What follows belongs to an exercise in optimizing a design on an open flow for small area and a short achievable clock period; a production flow would make more cautious choices. In this exercise RTL edits were held to simulation tests only and were not proved equivalent to the original. Power and IR drop assume default switching activity.

Design TopModule, start of the top module:
module TopModule(
    input clk,
    input rst,
    input stallingControl,
    input forwardControl,
    output [31:0] imem_addr,
    input  [31:0] imem_rdata,
    output [31:0] dmem_addr,
    output [31:0] dmem_wdata,
    output dmem_we,
    output dmem_re,
    input  [31:0] dmem_rdata,
    output wb_we,
    output [4:0] wb_addr,
    output [31:0] wb_data
    );
   reg  [31:0] fq;             
   reg  [31:0] pc;             
   reg  [31:0] pcn;            
   reg  [31:0] ir;             
   reg  [31:0] rsv, rtv;       
   reg         e_rw, e_mr, e_mw, e_regdst;              
   reg         e_sub, e_or, e_and, e_xor;               
   reg  [4:0]  e_rt, e_rd;
   reg  [31:0] e_a, e_b;
   reg  [31:0] e_bx;           
   reg         e_fa1, e_fb1;   
   reg  [31:0] e_af, e_bf;     
   reg  [31:0] m_alu, m_st;    
   reg  [4:0]  m_wa;
   reg         m_rw, m_mr, m_mw;
   reg  [31:0] w_d;            
   reg  [4:0]  w_wa;
   reg         w_rw;
   wire [5:0] op = ir[31:26];
   wire [4:0] rs = ir[25:21];
   wire [4:0] rt = ir[20:16];
   wire [4:0] rd = ir[15:11];
   wire d_isR  = (op[5:2] == 4'b0000);
   wire d_lw   = (op == 6'b100011);
   wire d_sw   = (op == 6'b101011);
   wire d_beq  = (op == 6'b000100);
   wire d_xori = (op == 6'b001111);
   wire d_j    = (op == 6'b100000);
   wire d_rw   = d_isR | d_lw | d_xori;
   wire d_sub  = ~op[5] & ~op[3] & (op[1:0] == 2'b01);
   wire taken = (rsv == rtv);
   assign imem_addr = pc;
   wire x_rd    = (e_rd == rs) | (e_rd == rt);
   wire x_rt    = (e_rt == rs) | (e_rt == rt);
   wire lu      = e_mr & x_rt;
   wire stallb  = d_beq & ((e_rw & x_rd) | (e_mr & x_rt));
   wire flushc  = d_beq & taken & (~x_rd | (e_mr & ~x_rt));
   wire sc      = stallingControl;
   wire hazard  = sc & lu & ~d_beq;
   wire flush   = sc & flushc;
   wire pcwrite = ~(sc & (lu | stallb));
   wire irload  = (pc == 32'd0) | (pcwrite & ~flush);
   wire [4:0] e_wa = e_regdst ? e_rd : e_rt;
   wire        redir = ~hazard & ((d_beq & taken) | d_j);
   wire [31:0] tgt   = d_beq ? pc + {{14{ir[15]}}, ir[15:0], 2'b00}
                             : {pc[31:28], ir[25:0], 2'b00};
   reg  [31:0] rf [1:31];
   wire [31:0] rfa [0:31];
   assign rfa[0] = 32'd0;
   wire [31:0] wdn = m_mr ? dmem_rdata : m_alu;     
   wire [31:0] wd1 = wdn | {32{rst}};
   wire [31:0] wd0 = wdn & ~{32{rst}};
   genvar gi;
   generate
  ...
==> flow/config.mk <==
export PLATFORM = sky130hd
export DESIGN_NAME = TopModule
export DESIGN_NICKNAME = TopModule
export VERILOG_FILES = /design/flow/design.v
export SDC_FILE = /design/flow/constraint.sdc
export NUM_CORES = 4
export LEC_CHECK = 0
export CAP_MARGIN = 20
export CORE_MARGIN = 2
export CORE_UTILIZATION = 55
export CTS_CLUSTER_DIAMETER = 80
export CTS_CLUSTER_SIZE = 24
export PLACE_DENSITY = 0.65
export SETUP_SLACK_MARGIN = 4.0
export SLEW_MARGIN = 20
==> flow/constraint.sdc <==
create_clock -name core_clock -period 7.0 [get_ports {clk}]
set_input_delay 1.4000 -clock core_clock [delete_from_list [all_inputs] [get_ports {clk}]]
set_output_delay 1.4000 -clock core_clock [all_outputs]
set_load 0.01 [all_outputs]
run.sh (not shown) runs the stock make flow with config.mk's settings and CLKGATE_MAP_FILE= SYNTH_SCRIPT=/design/flow/synth_recipe.tcl, a recipe that flattens the netlist after the stock synthesis.
The first run finished with timing, DRC and antenna clean.
Then changed:
==> flow/flow/run.sh (new file) <==
#!/bin/bash
# The standard layout (standard.sh, unchanged synthesis and steps), except that the
# input and output port buffers are sky130_fd_sc_hd__buf_2 cells instead of the delay
# cells buffer_ports picks by default. The make output goes to flow_make.log; each ORFS
# step writes its own log under orfs/logs/.
set -euo pipefail
cd "$(dirname "$0")/.."
bash standard.sh 'BUFFER_PORTS_ARGS=-buffer_cell sky130_fd_sc_hd__buf_2' finish > flow_make.log 2>&1
==> flow/standard.sh (new file) <==
#!/bin/bash
# synth_recipe.tcl (not shown) runs the flow's synth.tcl, then flattens the netlist and writes it again
# the make line also repeats each setting of config.mk as NAME=value (left out here)
make -C /OpenROAD-flow-scripts/flow DESIGN_CONFIG=/design/flow/config.mk WORK_HOME=/design/flow/orfs CLKGATE_MAP_FILE= SYNTH_SCRIPT=/design/flow/synth_recipe.tcl "${@:-finish}"
removed: flow/run.sh
Worst setup slack improved by 0.048 ns.
Clock-buffer cell count is higher by 3.
Area after synthesis does not change.
Global-route usage is lower by 0.62 points.
Die area is unchanged.
Total power is lower by about 0.9%.
Combinational power is lower by about 4%.
Cell area is lower by 1.3%.

[separate check: timing with driven ports]
No port has a modelled driver above. Below, the same layouts with a new extraction and two added sets of constraints. Step 1, drivers: a clkbuf_16 drives clk and a buf_2 each remaining input, both assumed. Step 2 times the ports against the registers' clock, not the clock port: input delays grow and output delays shrink by t, the midpoint of the rising clock arrivals with the driver on. a / b / c = ideal ports / drivers / drivers and shift; a / b = the first two.
run	t, ns	setup WS [ns]	worst setup path after step 2	worst data-port slew with drivers (ns)
the first run	0.801	3.574 / 3.574 / 3.079	input to register	0.12
the second run	0.784	3.622 / 3.622 / 3.279	input to register	0.13
After both steps every run listed still meets setup and hold. For the first run, which loses most, drivers alone change the setup slack by 0.000 ns; drivers and shift together by -0.495 ns.
